This is an optimization exercise on Yosys and OpenROAD, whose aim is a short achievable clock period and few clock cycles, not a production implementation. Function was checked by simulation only, so behaviour that the tests miss may differ from the original. Power is estimated from default activity; no workload was simulated.

==> flow/design.v <==
`timescale 1ns / 1ps
module alu_arith (
    input  wire [7:0] operand_a,     
    input  wire [7:0] operand_b,     
    input  wire [3:0] alu_op,        
    input  wire       carry_in,      
    output reg  [7:0] result,        
    output wire       flag_z,        
    output wire       flag_n,        
    output wire       flag_c,        
    output wire       flag_v         
);
    reg [8:0] extended;
    always @(*) begin
        case (alu_op)
            4'h0: extended = {1'b0, operand_a} + {1'b0, operand_b};
            4'h1: extended = {1'b0, operand_a} + {1'b0, operand_b} + {8'b0, carry_in};
            4'h2: extended = {1'b0, operand_a} - {1'b0, operand_b};
            4'h3: extended = {1'b0, operand_a} - {1'b0, operand_b} - {8'b0, carry_in};
            4'h4: extended = {1'b0, operand_a  & operand_b};
            4'h5: extended = {1'b0, operand_a  | operand_b};
            4'h6: extended = {1'b0, ~(operand_a | operand_b)};
            4'h7: extended = {1'b0, ~(operand_a & operand_b)};
            4'h8: extended = {1'b0, operand_a  ^ operand_b};
            4'h9: extended = {1'b0, operand_a} - {1'b0, operand_b};  
            default: extended = {9{1'b0}};
        endcase
        result = extended[7:0];
    end
    assign flag_z = (result == 8'b0);
    assign flag_n = result[7];
    assign flag_c = extended[8];
    reg flag_v_r;
    always @(*) begin
        case (alu_op)
            4'h0, 4'h1:  
                flag_v_r = (~operand_a[7] & ~operand_b[7] &  result[7])
                         | ( operand_a[7] &  operand_b[7] & ~result[7]);
            4'h2, 4'h3, 4'h9:  
                flag_v_r = (~operand_a[7] &  operand_b[7] &  result[7])
                         | ( operand_a[7] & ~operand_b[7] & ~result[7]);
            default:
                flag_v_r = 1'b0;
        endcase
    end
    assign flag_v = flag_v_r;
endmodule
`timescale 1ns / 1ps
module alu_shift (
    input  wire [7:0] operand_a,     
    input  wire [2:0] alu_op,        
    output reg  [7:0] result,        
    output wire       flag_z,        
    output wire       flag_n,        
    output wire       flag_c         
);
    wire carry_out_left  = operand_a[7];
    wire carry_out_right = operand_a[0];
    reg cin;
    always @(*) begin
        case (alu_op)
            3'h0: cin = carry_out_left;    
            3'h1: cin = 1'b1;              
            3'h2: cin = 1'b0;              
            3'h3: cin = ~carry_out_left;   
            3'h4: cin = carry_out_right;   
            3'h5: cin = 1'b1;              
            3'h6: cin = 1'b0;              
            3'h7: cin = ~carry_out_right;  
            default: cin = 1'b0;
        endcase
    end
    always @(*) begin
        case (alu_op)
            3'h0, 3'h1, 3'h2, 3'h3:  
                result = {operand_a[6:0], cin};
            3'h4, 3'h5, 3'h6, 3'h7:  
                result = {cin, operand_a[7:1]};
            default:
                result = operand_a;
        endcase
    end
    assign flag_z = (result == 8'b0);
    assign flag_n =  result[7];
    assign flag_c = (alu_op[2] == 1'b0) ? carry_out_left    
                                         : carry_out_right;  
endmodule
`timescale 1ns / 1ps
module alu_bitmanip (
    input  wire [7:0] operand_a,     
    input  wire [4:0] alu_op,        
    output reg  [7:0] result,        
    output wire       flag_z,        
    output wire       flag_n         
);
    wire b0 = operand_a[0];
    wire b1 = operand_a[1];
    wire b2 = operand_a[2];
    wire b3 = operand_a[3];
    wire b4 = operand_a[4];
    wire b5 = operand_a[5];
    wire b6 = operand_a[6];
    wire b7 = operand_a[7];
    wire [7:0] inv_INV = {~b7, ~b6, ~b5, ~b4, ~b3, ~b2, ~b1, ~b0};
    wire [7:0] inv_INH = {~b7, ~b6, ~b5, ~b4, b3,   b2,   b1,   b0  };
    wire [7:0] inv_INL = {b7,   b6,   b5,   b4,   ~b3, ~b2, ~b1, ~b0};
    wire [7:0] inv_INE = {~b7, b6,   ~b5, b4,   ~b3, b2,   ~b1, b0  };
    wire [7:0] inv_INO = {b7,   ~b6, b5,   ~b4, b3,   ~b2, b1,   ~b0};
    wire [7:0] inv_IEH = {~b7, b6,   ~b5, b4,   b3,   b2,   b1,   b0  };
    wire [7:0] inv_IOH = {b7,   ~b6, b5,   ~b4, b3,   b2,   b1,   b0  };
    wire [7:0] inv_IEL = {b7,   b6,   b5,   b4,   ~b3, b2,   ~b1, b0  };
    wire [7:0] inv_IOL = {b7,   b6,   b5,   b4,   b3,   ~b2, b1,   ~b0};
    wire [7:0] inv_IFB = {b7,   b6,   b5,   b4,   b3,   b2,   b1,   ~b0};
    wire [7:0] inv_ILB = {~b7, b6,   b5,   b4,   b3,   b2,   b1,   b0  };
    wire [7:0] perm_REV = {b0, b1, b2, b3, b4, b5, b6, b7};
    wire [7:0] perm_RVL = {b7, b6, b5, b4, b0, b1, b2, b3};
    wire [7:0] perm_RVH = {b4, b5, b6, b7, b3, b2, b1, b0};
    wire [7:0] perm_RVE = {b1, b6, b3, b4, b5, b2, b7, b0};
    wire [7:0] perm_RVO = {b7, b0, b5, b2, b3, b4, b1, b6};
    wire [7:0] perm_RLE = {b7, b6, b5, b4, b1, b2, b3, b0};
    wire [7:0] perm_RHE = {b5, b6, b7, b4, b3, b2, b1, b0};
    wire [7:0] perm_RLO = {b7, b6, b5, b4, b3, b0, b1, b2};
    wire [7:0] perm_RHO = {b7, b4, b5, b6, b3, b2, b1, b0};
    always @(*) begin
        case (alu_op)
            5'h00: result = inv_INV;
            5'h01: result = inv_INH;
            5'h02: result = inv_INL;
            5'h03: result = inv_INE;
            5'h04: result = inv_INO;
            5'h05: result = inv_IEH;
            5'h06: result = inv_IOH;
            5'h07: result = inv_IEL;
            5'h08: result = inv_IOL;
            5'h09: result = inv_IFB;
            5'h0A: result = inv_ILB;
            5'h0B: result = perm_REV;
            5'h0C: result = perm_RVL;
            5'h0D: result = perm_RVH;
            5'h0E: result = perm_RVE;
            5'h0F: result = perm_RVO;
            5'h10: result = perm_RLE;
            5'h11: result = perm_RHE;
            5'h12: result = perm_RLO;
            5'h13: result = perm_RHO;
            default: result = operand_a;  
        endcase
    end
    assign flag_z = (result == 8'b0);
    assign flag_n =  result[7];
endmodule
`timescale 1ns / 1ps
module alu (
    input  wire [7:0] operand_a,
    input  wire [7:0] operand_b,
    input  wire [1:0] alu_group,
    input  wire [5:0] alu_op,
    input  wire       carry_in,
    output reg  [7:0] result,
    output reg        flag_z,
    output reg        flag_n,
    output reg        flag_c,
    output reg        flag_v
);
    wire [7:0] arith_result;
    wire       arith_z, arith_n, arith_c, arith_v;
    alu_arith u_arith (
        .operand_a  (operand_a),
        .operand_b  (operand_b),
        .alu_op     (alu_op[3:0]),
        .carry_in   (carry_in),
        .result     (arith_result),
        .flag_z     (arith_z),
        .flag_n     (arith_n),
        .flag_c     (arith_c),
        .flag_v     (arith_v)
    );
    wire [7:0] shift_result;
    wire       shift_z, shift_n, shift_c;
    alu_shift u_shift (
        .operand_a  (operand_a),
        .alu_op     (alu_op[2:0]),
        .result     (shift_result),
        .flag_z     (shift_z),
        .flag_n     (shift_n),
        .flag_c     (shift_c)
    );
    wire [7:0] bitmanip_result;
    wire       bitmanip_z, bitmanip_n;
    alu_bitmanip u_bitmanip (
        .operand_a  (operand_a),
        .alu_op     (alu_op[4:0]),
        .result     (bitmanip_result),
        .flag_z     (bitmanip_z),
        .flag_n     (bitmanip_n)
    );
    always @(*) begin
        case (alu_group)
            2'b00: begin     
                result = arith_result;
                flag_z = arith_z;
                flag_n = arith_n;
                flag_c = arith_c;
                flag_v = arith_v;
            end
            2'b01: begin     
                result = shift_result;
                flag_z = shift_z;
                flag_n = shift_n;
                flag_c = shift_c;
                flag_v = 1'b0;
            end
            2'b10: begin     
                result = bitmanip_result;
                flag_z = bitmanip_z;
                flag_n = bitmanip_n;
                flag_c = 1'b0;
                flag_v = 1'b0;
            end
            default: begin   
                result = operand_a;
                flag_z = 1'b0;
                flag_n = 1'b0;
                flag_c = 1'b0;
                flag_v = 1'b0;
            end
        endcase
    end
endmodule
`timescale 1ns / 1ps
module reg_file (
    input  wire        clk,
    input  wire        rst_n,
    input  wire [3:0]  rd_addr0,
    output wire [15:0] rd_data0,
    input  wire [3:0]  rd_addr1,
    output wire [15:0] rd_data1,
    input  wire [3:0]  rd_addr2,
    output wire [15:0] rd_data2,
    input  wire [3:0]  rd_addr3,
    output wire [15:0] rd_data3,
    input  wire        wr_a_en,
    input  wire [3:0]  wr_a_addr,
    input  wire [7:0]  wr_a_data,
    input  wire        wr_a_wide,
    input  wire [15:0] wr_a_data_wide,
    input  wire        wr_b_en,
    input  wire [3:0]  wr_b_addr,
    input  wire [7:0]  wr_b_data,
    input  wire        wr_b_wide,
    input  wire [15:0] wr_b_data_wide
);
    reg [15:0] regs [1:15];  
    assign rd_data0 = (rd_addr0 == 4'h0) ? 16'h0000 : regs[rd_addr0];
    assign rd_data1 = (rd_addr1 == 4'h0) ? 16'h0000 : regs[rd_addr1];
    assign rd_data2 = (rd_addr2 == 4'h0) ? 16'h0000 : regs[rd_addr2];
    assign rd_data3 = (rd_addr3 == 4'h0) ? 16'h0000 : regs[rd_addr3];
    always @(posedge clk or negedge rst_n) begin
        if (!rst_n) begin
            regs[1]  <= 16'h0000; regs[2]  <= 16'h0000;
            regs[3]  <= 16'h0000; regs[4]  <= 16'h0000;
            regs[5]  <= 16'h0000; regs[6]  <= 16'h0000;
            regs[7]  <= 16'h0000; regs[8]  <= 16'h0000;
            regs[9]  <= 16'h0000; regs[10] <= 16'h0000;
            regs[11] <= 16'h0000; regs[12] <= 16'h0000;
            regs[13] <= 16'h0000; regs[14] <= 16'h0000;
            regs[15] <= 16'h0000;
        end else begin
            if (wr_b_en && wr_b_addr != 4'h0) begin
                if (wr_b_wide)
                    regs[wr_b_addr] <= wr_b_data_wide;
                else
                    regs[wr_b_addr] <= {regs[wr_b_addr][15:8], wr_b_data};
            end
            if (wr_a_en && wr_a_addr != 4'h0) begin
                if (wr_a_wide)
                    regs[wr_a_addr] <= wr_a_data_wide;
                else
                    regs[wr_a_addr] <= {regs[wr_a_addr][15:8], wr_a_data};
            end
        end
    end
endmodule
`timescale 1ns / 1ps
module decode (
    input  wire [31:0] instr,         
    input  wire        instr_valid,   
    output reg  [1:0]  alu_group,     
    output reg  [5:0]  alu_op,        
    output reg  [3:0]  dst_addr,      
    output reg  [3:0]  src1_addr,     
    output reg  [3:0]  src2_addr,     
    output reg  [3:0]  jmp_addr,      
    output reg  [1:0]  mode,          
    output reg  [7:0]  imm,           
    output reg  [15:0] imm_wide,      
    output reg         reg_wr_en,     
    output reg         reg_wr_wide,   
    output reg         mem_rd_en,     
    output reg         mem_wr_en,     
    output reg         mar_wr_en,     
    output reg         mar_inc,       
    output reg         mar_dec,       
    output reg         is_branch,     
    output reg         is_compound,   
    output reg         uses_carry,    
    output reg         valid          
);
    wire [7:0] opcode   = instr[31:24];
    wire [1:0] w1_mode  = instr[23:22];
    wire [3:0] w1_dst   = instr[21:18];
    wire [3:0] w2_src1  = instr[15:12];
    wire [3:0] w2_src2  = instr[11:8];
    wire [7:0] w2_imm   = instr[15:8];
    wire [15:0] w12_addr = instr[23:8];
    wire [3:0] cp_src1  = instr[23:20];
    wire [3:0] cp_src2  = instr[19:16];
    wire [3:0] cp_dst   = instr[15:12];
    wire [3:0] cp_jmp   = instr[7:4];
    always @(*) begin
        alu_group    = 2'b00;
        alu_op       = {2'b0, 4'h0};
        dst_addr     = w1_dst;
        src1_addr    = w2_src1;
        src2_addr    = w2_src2;
        jmp_addr     = 4'h0;
        mode         = w1_mode;
        imm          = w2_imm;
        imm_wide     = w12_addr;
        reg_wr_en    = 1'b0;
        reg_wr_wide  = 1'b0;
        mem_rd_en    = 1'b0;
        mem_wr_en    = 1'b0;
        mar_wr_en    = 1'b0;
        mar_inc      = 1'b0;
        mar_dec      = 1'b0;
        is_branch    = 1'b0;
        is_compound  = 1'b0;
        uses_carry   = 1'b0;
        valid        = instr_valid;
        if (instr_valid) begin
            case (opcode)
                8'h00: begin alu_group = 2'b00; alu_op = {2'b0, 4'h0}; reg_wr_en = 1; end
                8'h01: begin alu_group = 2'b00; alu_op = {2'b0, 4'h1}; reg_wr_en = 1; uses_carry = 1; end
                8'h02: begin alu_group = 2'b00; alu_op = {2'b0, 4'h2}; reg_wr_en = 1; end
                8'h03: begin alu_group = 2'b00; alu_op = {2'b0, 4'h3}; reg_wr_en = 1; uses_carry = 1; end
                8'h04: begin alu_group = 2'b00; alu_op = {2'b0, 4'h4}; reg_wr_en = 1; end
                8'h05:  begin alu_group = 2'b00; alu_op = {2'b0, 4'h5};  reg_wr_en = 1; end
                8'h06: begin alu_group = 2'b00; alu_op = {2'b0, 4'h6}; reg_wr_en = 1; end
                8'h07: begin alu_group = 2'b00; alu_op = {2'b0, 4'h7}; reg_wr_en = 1; end
                8'h08: begin alu_group = 2'b00; alu_op = {2'b0, 4'h8}; reg_wr_en = 1; end
                8'h09: begin alu_group = 2'b00; alu_op = {2'b0, 4'h9}; reg_wr_en = 0; end  
                8'h0A: begin alu_group = 2'b01; alu_op = {3'b0, 3'h0}; reg_wr_en = 1; end
                8'h0B: begin alu_group = 2'b01; alu_op = {3'b0, 3'h1}; reg_wr_en = 1; end
                8'h0C: begin alu_group = 2'b01; alu_op = {3'b0, 3'h2}; reg_wr_en = 1; end
                8'h0D: begin alu_group = 2'b01; alu_op = {3'b0, 3'h3}; reg_wr_en = 1; end
                8'h0E: begin alu_group = 2'b01; alu_op = {3'b0, 3'h4}; reg_wr_en = 1; end
                8'h0F: begin alu_group = 2'b01; alu_op = {3'b0, 3'h5}; reg_wr_en = 1; end
                8'h10: begin alu_group = 2'b01; alu_op = {3'b0, 3'h6}; reg_wr_en = 1; end
                8'h11: begin alu_group = 2'b01; alu_op = {3'b0, 3'h7}; reg_wr_en = 1; end
                8'h12: begin alu_group = 2'b10; alu_op = {1'b0, 5'h00}; reg_wr_en = 1; end
                8'h13: begin alu_group = 2'b10; alu_op = {1'b0, 5'h01}; reg_wr_en = 1; end
                8'h14: begin alu_group = 2'b10; alu_op = {1'b0, 5'h02}; reg_wr_en = 1; end
                8'h15: begin alu_group = 2'b10; alu_op = {1'b0, 5'h03}; reg_wr_en = 1; end
                8'h16: begin alu_group = 2'b10; alu_op = {1'b0, 5'h04}; reg_wr_en = 1; end
                8'h17: begin alu_group = 2'b10; alu_op = {1'b0, 5'h05}; reg_wr_en = 1; end
                8'h18: begin alu_group = 2'b10; alu_op = {1'b0, 5'h06}; reg_wr_en = 1; end
                8'h19: begin alu_group = 2'b10; alu_op = {1'b0, 5'h07}; reg_wr_en = 1; end
                8'h1A: begin alu_group = 2'b10; alu_op = {1'b0, 5'h08}; reg_wr_en = 1; end
                8'h1B: begin alu_group = 2'b10; alu_op = {1'b0, 5'h09}; reg_wr_en = 1; end
                8'h1C: begin alu_group = 2'b10; alu_op = {1'b0, 5'h0A}; reg_wr_en = 1; end
                8'h1D: begin alu_group = 2'b10; alu_op = {1'b0, 5'h0B}; reg_wr_en = 1; end
                8'h1E: begin alu_group = 2'b10; alu_op = {1'b0, 5'h0C}; reg_wr_en = 1; end
                8'h1F: begin alu_group = 2'b10; alu_op = {1'b0, 5'h0D}; reg_wr_en = 1; end
                8'h20: begin alu_group = 2'b10; alu_op = {1'b0, 5'h0E}; reg_wr_en = 1; end
                8'h21: begin alu_group = 2'b10; alu_op = {1'b0, 5'h0F}; reg_wr_en = 1; end
                8'h22: begin alu_group = 2'b10; alu_op = {1'b0, 5'h10}; reg_wr_en = 1; end
                8'h23: begin alu_group = 2'b10; alu_op = {1'b0, 5'h11}; reg_wr_en = 1; end
                8'h24: begin alu_group = 2'b10; alu_op = {1'b0, 5'h12}; reg_wr_en = 1; end
                8'h25: begin alu_group = 2'b10; alu_op = {1'b0, 5'h13}; reg_wr_en = 1; end
                8'h26: begin is_branch = 1; src1_addr = w1_dst; alu_group = 2'b11; end
                8'h27: begin is_branch = 1; src1_addr = w1_dst; alu_group = 2'b11; end
                8'h28: begin is_branch = 1; src1_addr = w1_dst; alu_group = 2'b11; end
                8'h29: begin is_branch = 1; src1_addr = w1_dst; alu_group = 2'b11; end
                8'h2A: begin is_branch = 1; src1_addr = w1_dst; alu_group = 2'b11; end
                8'h2B: begin is_branch = 1; src1_addr = w1_dst; alu_group = 2'b11; end
                8'h2C: begin is_branch = 1; src1_addr = w1_dst; alu_group = 2'b11; end
                8'h38: begin is_branch = 1; src1_addr = w1_dst; alu_group = 2'b11; end
                8'h39: begin is_branch = 1; src1_addr = w1_dst; alu_group = 2'b11; end
                8'h3A: begin is_branch = 1; src1_addr = w1_dst; alu_group = 2'b11; end
                8'h2D: begin
                    alu_group = 2'b11;
                    reg_wr_en = 1;
                    mem_rd_en = (w1_mode == 2'b11);
                end
                8'h2E: begin
                    alu_group = 2'b11;
                    mar_wr_en = 1;
                    imm_wide  = w12_addr;
                end
                8'h2F: begin
                    alu_group = 2'b11;
                    mar_wr_en = 1;
                    src1_addr = w1_dst;  
                end
                8'h30: begin
                    alu_group = 2'b11;
                    mem_rd_en = 1;
                    reg_wr_en = 1;
                end
                8'h31: begin
                    alu_group = 2'b11;
                    mem_wr_en = 1;
                    src1_addr = w1_dst;  
                end
                8'h32: begin alu_group = 2'b11; mar_inc = 1; end
                8'h33: begin alu_group = 2'b11; mar_dec = 1; end
                8'h34: begin
                    alu_group   = 2'b00;
                    alu_op      = {2'b0, 4'h0};
                    src1_addr   = cp_src1;
                    src2_addr   = cp_src2;
                    dst_addr    = cp_dst;
                    jmp_addr    = cp_jmp;
                    reg_wr_en   = 1;
                    is_branch   = 1;
                    is_compound = 1;
                end
                8'h35: begin
                    alu_group   = 2'b00;
                    alu_op      = {2'b0, 4'h2};
                    src1_addr   = cp_src1;  
                    dst_addr    = cp_src1;  
                    jmp_addr    = cp_jmp;
                    reg_wr_en   = 1;
                    is_branch   = 1;
                    is_compound = 1;
                end
                8'h36: begin
                    alu_group   = 2'b00;
                    alu_op      = {2'b0, 4'h2};
                    src1_addr   = cp_src1;
                    src2_addr   = cp_src2;
                    dst_addr    = cp_dst;
                    jmp_addr    = cp_jmp;
                    reg_wr_en   = 1;
                    is_branch   = 1;
                    is_compound = 1;
                end
                8'h37: begin
                    alu_group   = 2'b00;
                    alu_op      = {2'b0, 4'h2};
                    src1_addr   = cp_src1;
                    src2_addr   = cp_src2;
                    dst_addr    = cp_dst;
                    jmp_addr    = cp_jmp;
                    reg_wr_en   = 1;
                    is_branch   = 1;
                    is_compound = 1;
                end
                8'h3B: begin
                    alu_group = 2'b11;
                    src1_addr = w1_dst;  
                end
                8'h3C: begin
                    alu_group  = 2'b11;
                    dst_addr   = w1_dst;  
                    reg_wr_en  = 1;
                    reg_wr_wide = 1;     
                end
                8'h3D: begin
                    alu_group = 2'b11;
                    src1_addr = w1_dst;  
                    is_branch = 1;
                end
                8'h3E: begin
                    alu_group = 2'b11;
                    is_branch = 1;
                end
                default: begin
                    valid = 1'b0;  
                end
            endcase
        end
    end
endmodule
`timescale 1ns / 1ps
`default_nettype none
module fetch (
    input  wire        clk,
    input  wire        rst_n,
    output wire [15:0] mem_addr,      
    input  wire [7:0]  mem_data,      
    input  wire        pc_load_en,    
    input  wire [15:0] pc_load_val,   
    output reg  [31:0] instr,         
    output wire        instr_valid,   
    output wire [15:0] pc,            
    output wire        stall          
);
    localparam S_RST0 = 3'd7;    
    localparam S_RST1 = 3'd6;    
    localparam S_W0   = 3'd0;
    localparam S_W1   = 3'd1;
    localparam S_W2   = 3'd2;
    localparam S_W3   = 3'd3;
    localparam S_DONE = 3'd4;
    localparam RESET_VEC_LO = 16'hFFFC;
    localparam RESET_VEC_HI = 16'hFFFD;
    reg [2:0]  state;
    reg [15:0] pc_r;
    reg [2:0]  instr_len;
    reg [7:0]  vec_lo;       
    wire in_rst = (state == S_RST0) || (state == S_RST1);
    assign mem_addr = (state == S_RST0) ? RESET_VEC_LO :
                      (state == S_RST1) ? RESET_VEC_HI :
                                          pc_r;
    assign pc         = pc_r;
    assign stall      = (state != S_DONE);
    assign instr_valid = (state == S_DONE);
    function [2:0] opcode_len;
        input [7:0] opc;
        begin
            case (opc)
                8'h2F,
                8'h30, 8'h31,
                8'h32, 8'h33,
                8'h26,  8'h27, 8'h28,
                8'h29,  8'h2A, 8'h2B, 8'h2C,
                8'h38,  8'h39, 8'h3A,
                8'h3B, 8'h3C, 8'h3D, 8'h3E:
                    opcode_len = 3'd2;
                8'h34, 8'h35, 8'h36, 8'h37:
                    opcode_len = 3'd4;
                default:
                    opcode_len = 3'd3;
            endcase
        end
    endfunction
    always @(posedge clk or negedge rst_n) begin
        if (!rst_n) begin
            pc_r        <= 16'h0000;
            state       <= S_RST0;       
            instr_len   <= 3'd3;
            instr       <= 32'h0000_0000;
            vec_lo      <= 8'h00;
        end else begin
            if (pc_load_en && !in_rst) begin
                pc_r        <= pc_load_val;
                state       <= S_W0;
                instr       <= 32'h0000_0000;
            end else begin
                case (state)
                    S_RST0: begin
                        vec_lo <= mem_data;
                        state  <= S_RST1;
                    end
                    S_RST1: begin
                        pc_r  <= {mem_data, vec_lo};
                        state <= S_W0;
                    end
                    S_W0: begin
                        instr[31:24] <= mem_data;
                        instr[23:0]  <= 24'h000000;
                        instr_len    <= opcode_len(mem_data);
                        pc_r         <= pc_r + 1;
                        state        <= S_W1;
                    end
                    S_W1: begin
                        instr[23:16] <= mem_data;
                        pc_r         <= pc_r + 1;
                        if (instr_len == 3'd2) begin
                            instr[15:0] <= 16'h0000;
                            state       <= S_DONE;
                        end else begin
                            state       <= S_W2;
                        end
                    end
                    S_W2: begin
                        instr[15:8]  <= mem_data;
                        pc_r         <= pc_r + 1;
                        if (instr_len == 3'd3) begin
                            instr[7:0]  <= 8'h00;
                            state       <= S_DONE;
                        end else begin
                            state       <= S_W3;
                        end
                    end
                    S_W3: begin
                        instr[7:0]   <= mem_data;
                        pc_r         <= pc_r + 1;
                        state        <= S_DONE;
                    end
                    S_DONE: begin
                        state        <= S_W0;
                    end
                    default: begin
                        state       <= S_W0;
                    end
                endcase
            end
        end
    end
endmodule
`timescale 1ns / 1ps
module execute (
    input  wire        clk,
    input  wire        rst_n,
    input  wire [31:0] instr,
    input  wire        instr_valid,
    input  wire [7:0]  mem_rd_data,
    output reg  [15:0] mar,           
    output wire [7:0]  mem_wr_data,   
    output wire        mem_wr_en,     
    output reg         pc_load_en,
    output reg  [15:0] pc_load_val,
    output wire [4:0]  flags,         
    input  wire [15:0] pc_in,         
    output wire [3:0]  sp,            
    output wire        stall          
);
    assign stall = 1'b0;
    wire [1:0]  alu_group;
    wire [5:0]  alu_op;
    wire [3:0]  dst_addr, src1_addr, src2_addr, jmp_addr;
    wire [1:0]  mode;
    wire [7:0]  imm;
    wire [15:0] imm_wide;
    wire        reg_wr_en, reg_wr_wide;
    wire        mem_rd_en, dec_mem_wr_en;
    wire        mar_wr_en, mar_inc, mar_dec;
    wire        is_branch, is_compound, uses_carry;
    wire        dec_valid;
    reg  [31:0] instr_r;
    reg         valid_r;
    reg [15:0] pc_in_r;    
    always @(posedge clk or negedge rst_n) begin
        if (!rst_n) begin
            instr_r  <= 32'h0;
            valid_r  <= 1'b0;
            pc_in_r  <= 16'h0000;
        end else begin
            instr_r  <= instr;
            valid_r  <= instr_valid;
            pc_in_r  <= pc_in;    
        end
    end
    decode dec_inst (
        .instr        (instr_r),
        .instr_valid  (valid_r),
        .alu_group    (alu_group),
        .alu_op       (alu_op),
        .dst_addr     (dst_addr),
        .src1_addr    (src1_addr),
        .src2_addr    (src2_addr),
        .jmp_addr     (jmp_addr),
        .mode         (mode),
        .imm          (imm),
        .imm_wide     (imm_wide),
        .reg_wr_en    (reg_wr_en),
        .reg_wr_wide  (reg_wr_wide),
        .mem_rd_en    (mem_rd_en),
        .mem_wr_en    (dec_mem_wr_en),
        .mar_wr_en    (mar_wr_en),
        .mar_inc      (mar_inc),
        .mar_dec      (mar_dec),
        .is_branch    (is_branch),
        .is_compound  (is_compound),
        .uses_carry   (uses_carry),
        .valid        (dec_valid)
    );
    wire [15:0] rd_data0, rd_data1, rd_data2, rd_data3;
    reg        wr_a_en;
    reg [3:0]  wr_a_addr;
    reg [7:0]  wr_a_data;
    reg        wr_a_wide;
    reg [15:0] wr_a_data_wide;
    reg        wr_b_en;           
    reg [3:0]  wr_b_addr;
    reg [15:0] wr_b_data_wide;
    reg_file rf (
        .clk            (clk),
        .rst_n          (rst_n),
        .rd_addr0       (src1_addr),    
        .rd_data0       (rd_data0),
        .rd_addr1       (src2_addr),    
        .rd_data1       (rd_data1),
        .rd_addr2       (dst_addr),     
        .rd_data2       (rd_data2),
        .rd_addr3       (jmp_addr),     
        .rd_data3       (rd_data3),
        .wr_a_en        (wr_a_en),
        .wr_a_addr      (wr_a_addr),
        .wr_a_data      (wr_a_data),
        .wr_a_wide      (wr_a_wide),
        .wr_a_data_wide (wr_a_data_wide),
        .wr_b_en        (wr_b_en),
        .wr_b_addr      (wr_b_addr),
        .wr_b_data      (8'h00),        
        .wr_b_wide      (wr_b_en),      
        .wr_b_data_wide (wr_b_data_wide)
    );
    wire [7:0] opcode = instr_r[31:24];
    reg [15:0] stk_mem [0:15];
    reg [3:0]  stk_sp;            
    reg [15:0] stk_pop_data;      
    wire dec_push_en = dec_valid && valid_r &&
                       ((opcode == 8'h3B) || (opcode == 8'h3D));
    wire dec_pop_en  = dec_valid && valid_r &&
                       ((opcode == 8'h3C)  || (opcode == 8'h3E));
    wire [15:0] stack_push_data = (opcode == 8'h3D) ? pc_in_r : rd_data0;
    assign sp = stk_sp;
    wire [7:0] operand_a = (mode == 2'b00) ? rd_data0[7:0]   
                                           : rd_data2[7:0];  
    wire [7:0] operand_b = (mode == 2'b10)              ? imm             
                         : (mode == 2'b11)              ? mem_rd_data      
                         : (opcode == 8'h35)         ? 8'h01            
                         :                               rd_data1[7:0];   
    reg [4:0] flags_r;    
    reg        pop_wb_en;      
    reg [3:0]  pop_wb_addr;    
    reg        ret_pending;    
    assign flags = flags_r;
    wire flag_O = flags_r[4];
    wire flag_V = flags_r[3];
    wire flag_C = flags_r[2];
    wire flag_N = flags_r[1];
    wire flag_Z = flags_r[0];
    wire [7:0] alu_result;
    wire       alu_zero, alu_neg, alu_carry, alu_ovf;
    alu alu_inst (
        .operand_a  (operand_a),
        .operand_b  (operand_b),
        .alu_group  (alu_group),
        .alu_op     (alu_op),
        .carry_in   (uses_carry ? flag_C : 1'b0),
        .result     (alu_result),
        .flag_z     (alu_zero),
        .flag_n     (alu_neg),
        .flag_c     (alu_carry),
        .flag_v     (alu_ovf)
    );
    wire alu_odd = ^alu_result;
    wire branch_taken;
    assign branch_taken =
        (opcode == 8'h26)                                  ? 1'b1          :
        (opcode == 8'h27)                                  ? flag_Z        :
        (opcode == 8'h28)                                  ? flag_N        :
        (opcode == 8'h29)                                  ? (~flag_Z & ~flag_N) :
        (opcode == 8'h2A)                                  ? flag_V        :
        (opcode == 8'h2B)                                  ? flag_C        :
        (opcode == 8'h2C)                                  ? flag_O        :
        (opcode == 8'h38)                                  ? ~flag_Z       :
        (opcode == 8'h39)                                  ? (flag_N == flag_V) :
        (opcode == 8'h3A)                                  ? (flag_N != flag_V || flag_Z) :
        (opcode == 8'h34)                                  ? ~alu_zero     :
        (opcode == 8'h35)                                  ? ~alu_zero     :
        (opcode == 8'h36)                                  ? (alu_neg | alu_zero) :
        (opcode == 8'h37)                                  ? ~alu_zero     :
        1'b0;
    assign mem_wr_en   = dec_mem_wr_en & valid_r;
    assign mem_wr_data = rd_data0[7:0];   
    always @(posedge clk or negedge rst_n) begin
        if (!rst_n) begin
            flags_r        <= 5'b00000;
            mar            <= 16'h0000;
            wr_a_en        <= 1'b0;
            wr_a_addr      <= 4'h0;
            wr_a_data      <= 8'h00;
            wr_a_wide      <= 1'b0;
            wr_a_data_wide <= 16'h0000;
            pc_load_en     <= 1'b0;
            pc_load_val    <= 16'h0000;
            pop_wb_en      <= 1'b0;
            pop_wb_addr    <= 4'h0;
            ret_pending    <= 1'b0;
            wr_b_en        <= 1'b0;
            wr_b_addr      <= 4'h0;
            wr_b_data_wide <= 16'h0000;
            stk_sp         <= 4'h0;
            stk_pop_data   <= 16'h0000;
        end else begin
            wr_a_en     <= 1'b0;
            wr_b_en     <= 1'b0;
            pc_load_en  <= 1'b0;
            pop_wb_en   <= 1'b0;
            ret_pending <= 1'b0;
            if (pop_wb_en) begin
                wr_b_en        <= 1'b1;
                wr_b_addr      <= pop_wb_addr;
                wr_b_data_wide <= stk_pop_data;
            end
            if (dec_push_en && !dec_pop_en) begin
                stk_mem[stk_sp] <= stack_push_data;
                stk_sp          <= stk_sp - 1;
            end else if (dec_pop_en && !dec_push_en) begin
                stk_pop_data    <= stk_mem[stk_sp + 4'h1];
                stk_sp          <= stk_sp + 1;
            end
            if (valid_r) begin
                if (alu_group != 2'b11) begin
                    flags_r[0] <= alu_zero;            
                    flags_r[1] <= alu_neg;             
                    flags_r[2] <= alu_carry;           
                    flags_r[3] <= alu_ovf;             
                    flags_r[4] <= alu_odd;             
                end
                if (mar_wr_en) begin
                    if (opcode == 8'h2E)
                        mar <= imm_wide;               
                    else
                        mar <= rd_data0;               
                end else if (mar_inc) begin
                    mar <= mar + 1;
                end else if (mar_dec) begin
                    mar <= mar - 1;
                end
                if (reg_wr_en) begin
                    wr_a_en   <= 1'b1;
                    wr_a_wide <= reg_wr_wide;
                    wr_a_addr <= is_compound ? dst_addr : dst_addr;
                    if (mem_rd_en) begin
                        wr_a_data <= mem_rd_data;
                    end else if (opcode == 8'h2D) begin
                        wr_a_data <= rd_data0[7:0];
                    end else begin
                        wr_a_data <= alu_result;
                    end
                    if (reg_wr_wide)
                        wr_a_data_wide <= rd_data0;  
                end
                if (is_branch && branch_taken &&
                    opcode != 8'h3D && opcode != 8'h3E) begin
                    pc_load_en  <= 1'b1;
                    pc_load_val <= is_compound ? rd_data3 : rd_data0;
                end
                if (opcode == 8'h3D) begin
                    pc_load_en  <= 1'b1;
                    pc_load_val <= rd_data0;
                end
                if (opcode == 8'h3C) begin
                    pop_wb_en   <= 1'b1;
                    pop_wb_addr <= dst_addr;
                end
                if (opcode == 8'h3E) begin
                    pc_load_en  <= 1'b1;
                    pc_load_val <= stk_mem[stk_sp + 4'h1];
                end
            end
        end
    end
endmodule
`timescale 1ns/1ps
module cpu (
    input  wire        clk,
    input  wire        rst_n,
    output wire [15:0] imem_addr,
    input  wire [7:0]  imem_data,
    output wire [15:0] dmem_addr,       
    input  wire [7:0]  dmem_rd_data,
    output wire [7:0]  dmem_wr_data,
    output wire        dmem_wr_en
);
    wire [31:0] instr;
    wire        instr_valid;
    wire        pc_load_en;
    wire [15:0] pc_load_val;
    wire        fetch_stall;
    wire        exec_stall;
    wire [15:0] mar;
    wire [15:0] pc_wire;
    wire [3:0]  sp_wire;
    wire [4:0]  flags_wire;
    fetch u_fetch (
        .clk         (clk),
        .rst_n       (rst_n),
        .mem_addr    (imem_addr),
        .mem_data    (imem_data),
        .pc_load_en  (pc_load_en),
        .pc_load_val (pc_load_val),
        .instr       (instr),
        .instr_valid (instr_valid),
        .pc          (pc_wire),
        .stall       (fetch_stall)
    );
    execute u_execute (
        .clk         (clk),
        .rst_n       (rst_n),
        .instr       (instr),
        .instr_valid (instr_valid),
        .mem_rd_data (dmem_rd_data),
        .mar         (mar),
        .mem_wr_data (dmem_wr_data),
        .mem_wr_en   (dmem_wr_en),
        .pc_load_en  (pc_load_en),
        .pc_load_val (pc_load_val),
        .pc_in       (pc_wire),
        .sp          (sp_wire),
        .flags       (flags_wire),
        .stall       (exec_stall)
    );
    assign dmem_addr = mar;
endmodule
==> flow/run.sh <==
#!/bin/bash
# synth_recipe.tcl (not shown) runs the flow's synth.tcl, then flattens the netlist and writes it again
# the make line also repeats each setting of config.mk as NAME=value (left out here)
make -C /OpenROAD-flow-scripts/flow DESIGN_CONFIG=/design/flow/config.mk WORK_HOME=/design/flow/orfs CLKGATE_MAP_FILE= SYNTH_SCRIPT=/design/flow/synth_recipe.tcl finish
==> flow/config.mk <==
export PLATFORM = sky130hd
export DESIGN_NAME = cpu
export DESIGN_NICKNAME = cpu
export VERILOG_FILES = /design/flow/design.v
export SDC_FILE = /design/flow/constraint.sdc
export NUM_CORES = 4
export LEC_CHECK = 0
export CAP_MARGIN = 20
export CORE_MARGIN = 2
export CORE_UTILIZATION = 40
export PLACE_DENSITY = 0.6
export SLEW_MARGIN = 20
==> flow/constraint.sdc <==
create_clock -name core_clock -period 8.0 [get_ports {clk}]
set_input_delay 1.6000 -clock core_clock [delete_from_list [all_inputs] [get_ports {clk}]]
set_output_delay 1.6000 -clock core_clock [all_outputs]
set_load 0.01 [all_outputs]
==> run notes <==
==> layer usage <==
layer	global-route usage [%]	part of all wire, %	up-vias
met5	0	0.043	-
met4	18.6	6.6	12
met3	9.39	11	741
met2	53.3	44	2659
met1	44.9	39	19900
li1	-	-	16900
==> worst paths after layout <==
path,end,slack [ns],cells after the start,start
hold reg to reg,u_execute.instr_r[14],0.38,0,u_fetch.instr[14]
setup / recovery,u_execute.pc_load_val[10],0.43,31,u_execute.instr_r[31]
hold / removal,u_execute.instr_r[14],0.38,0,u_fetch.instr[14]
max in group asynchronous,u_execute.instr_r[29],4.92,3,rst_n
min in group asynchronous,u_execute.rf.regs[4][12],0.84,1,rst_n
setup reg to reg,u_execute.pc_load_val[10],0.43,31,u_execute.instr_r[31]
==> layout make-up <==
type                       count  share of cell area [%]
sequential                   721                    39.8
clock buffer                 112                    4.65
multi-input combinational   3281                    45.1
clock inverter                32                   0.992
timing repair buffer         310                    5.15
tap                         1403                    3.60
inverter                      95                   0.732
antenna                        2                  0.0103
==> per-stage QoR <==
| stage | setup WS (ns) | total power, mW | util, % |
|---|---|---|---|
| detailed placement | -0.0130 | 15.0 | 42.9 |
| finish | 0.427 | 19.2 | 45.6 |
| floorplan | 0.979 | 11.0 | - |
| global route | 0.00249 | 20.0 | 45.6 |
| CTS | 0.0777 | 18.9 | 45.5 |
| global placement | 0.125 | 15.0 | 42.9 |
==> synth_stat cells, drive strengths merged (93+ instances only) <==
master and number:
a21oi 281, a22oi 221, clkbuf 278, dfrtp 452
edfxtp 264, inv 93, mux2 135, mux2i 234
nand2 461, nand3 124, nor2 343, o21ai 331
==> power breakdown <==
| part | total (mW) | internal (mW) | switching, mW | leakage, nW |
|---|---|---|---|---|
| registers | 5.18 | 4.49 | 0.684 | 8.69 |
| logic | 10.2 | 3.51 | 6.66 | 8.91 |
| clock network | 3.88 | 2.23 | 1.65 | 1.33 |
==> state kept, by name (all words and copies together), names as in the netlist, 4 cells and up <==
signal and count:
u_execute.rf.regs 248, u_execute.wr_b_data_wide 16, u_execute.wr_a_data 8, u_execute.stk_pop_data 16
u_execute.instr_r 28, u_execute.stk_mem 256, u_execute.pc_load_val 16, u_execute.stk_sp 4
u_execute.pc_in_r 16, u_fetch.vec_lo 8, u_fetch.instr 28, u_execute.wr_a_addr 4
u_execute.pop_wb_addr 4, u_execute.flags_r 5, u_fetch.pc_r 16, u_execute.wr_b_addr 4
u_execute.mar 16, u_execute.wr_a_data_wide 16
==> kinds of logic (layout without fill, tap and decap cells) <==
| logic type | after synthesis | after routing | synth area share (%) |
|---|---|---|---|
| xor+xnor | 66 | 66 | 1.38 |
| compound gates | 1453 | 1453 | 23.4 |
| fa+ha+maj | 59 | 59 | 1.76 |
| other cells | 0 | 2 | 0 |
| simple gates | 1333 | 1333 | 14.7 |
| flops | 721 | 721 | 45.1 |
| buf+inv | 461 | 549 | 4.51 |
| mux | 370 | 370 | 9.10 |
==> timing repair <==
item,CTS,global route
buffers inserted,0,2
endpoints found under the setup margin,15,21
pin swaps,0,2
hold buffers,0,0
gates resized for setup,1,21
==> cell usage in the layout, fill, tap and decap left out, types with 16 or more instances in the layout <==
cell type and count:
nand2_1 459, dfrtp_1 448, o21ai_0 312, nor2_1 304
a21oi_1 273, edfxtp_1 264, buf_4 249, mux2i_1 232
a22oi_1 221, mux2_2 131, nand3_1 124, inv_1 92
a22o_1 84, clkbuf_16 82, nor2b_1 77, a211oi_1 76
a221oi_1 63, a222oi_1 58, nand4_1 57, clkdlybuf4s50_1 57
ha_1 53, and3_1 46, xnor2_1 46, nor3_1 44
a31oi_1 40, nor2_2 39, nand2b_1 38, o211ai_1 32
and2_1 31, o22ai_1 29, o21bai_1 21, clkbuf_1 20
xor2_1 19, a21o_1 18, nor3_2 18, o221ai_1 16
==> run notes <==
* Synth async-reset ratio at 63.4%
* Die area at 110000 µm²
* Final hold violations at 0
* Number of max-cap violations at 0
* PwrDens at 395 nW/µm²
* DRT Wirelength at 197000 µm
* GR Overflow Total at 0
* Crit path DAT at 8.13 ns
* Kind of critical path: flip-flop to flip-flop
* Crit path largest cell delay at 0.51 ns
* Distinct cell type count after synthesis at 124
* Crit-path max FO at 14
* Max Slew Vio Count at 0
* Placer congestion estimate at 1.03
* RSZ-0062 raised after global routing: no
* Setup TNS at 0 ns
* Area growth, synth to finish at 13.5%
* Drt via density at 6.74
* Detail Route Antenna Nets at 0
* Status: finished clean
* CTS tree: built
* Drt initial violations at 6083
* Clock transition at path regs at 0.06 ns
* Fmax at 132 MHz
* Finished Layout Cells at 5956
* Top_reg_cell synth: dfrtp_1
* Antenna violations before repair at 9
* Rel. slew slack at 20.6%
* Register area share after synthesis at 45.1%
* Layout fillers at 10100
* TritonCTS Sinks at 721
* First-pass GRT wire length at 281000 µm
* Post-Syn Area at 42900 µm²
* Core ar. at 107000 µm²
* Hold WS at 0.377 ns
* Number of setup violations in the final report at 0
* Post-synth top area cell: dfrtp_1
* Sequential standard cell area at 19400 µm²
* Crit-path leading delay family: compound AO/OA/AOI/OAI gates
* Die Width at 332 µm
* Yosys reg bits at 721
* Initial Util at 40.2%
* Post-placement cell count at 5807
* Multi-input gate area at 22000 µm²
* Syn Nets at 4538
* Share of cells above drive strength 1 at 14.6%
* Io pins at 59
* Final Skew at 0.0377 ns
* Die Y at 332 µm
* Root buffer cell: clkbuf_16
* Post-Synthesis Cells at 4463
* Synth warn at 10
* Rows at 120
* Routed via count at 40200
* Fin crit period at 7.57 ns
* CTS H-Tree Depth at 3
* DRT Pass-1 Iters at 10
* CTS Buffer Depth at 3
* Top-area cell type share of the netlist area at 26.3%
* Worst setup EP type: flip-flop
* Syn Area/Cell at 9.62 µm²
* Least-Margin Pin Slew at 1.19 ns
* Crit path buf inv count at 3
* Dpl hpwl at 136000 µm
* EDFF count, synth at 264
* Largest net degree at the start of global routing at 161
* Final net count at 4564
* Tcrit/Tclk final at 94.7%
* Drt wl/cell at 33.1 µm
* HP Class: flip-flop to flip-flop
* PortBufs at 58
* Vias in the first global route at 38200
* VDD IR max at 0.225 mV
* CP Launch Type: flip-flop
* Total track usage at 34.8%
* # DRC at 0
* Critical path's slowest cell: fa_1
* Skew-Pair Late Insertion Delay at 0.70 ns
* Post-Layout Inst Area at 48700 µm²
* Post-DP Area at 45800 µm²
* Top post-synthesis cells by area: dfrtp_1 (26%), edfxtp_1 (18%), mux2i_1 (5.4%)
* Num CTS Buffers at 80
* Worst Path Required at 8.56 ns
* Pleak at 18.9 nW
Testbench counts, summed over its fixed seeds: cycles 192,956.

port drivers added, routing unchanged:
No port has a modelled driver above. Below, the same layout with a new extraction and two added sets of constraints. Step 1, drivers: a clkbuf_16 drives clk and a buf_2 each remaining input, both assumed. Step 2 moves the port delays by t, midway between the first and last clock arrival at a register: inputs arrive t later, outputs are due t later. That takes back most of the time a late clock gives input paths. a / b / c = ideal ports / drivers / drivers and shift; a / b = the first two.
shift t [ns]: 0.753
setup WS [ns]: 0.427 / 0.427 / 0.427
hold WS [ns]: 0.377 / 0.377 / 0.377
After both steps setup and hold are still met in this run. The setup slack of this run moves by 0.000 ns with the drivers and by 0.000 ns with both steps.
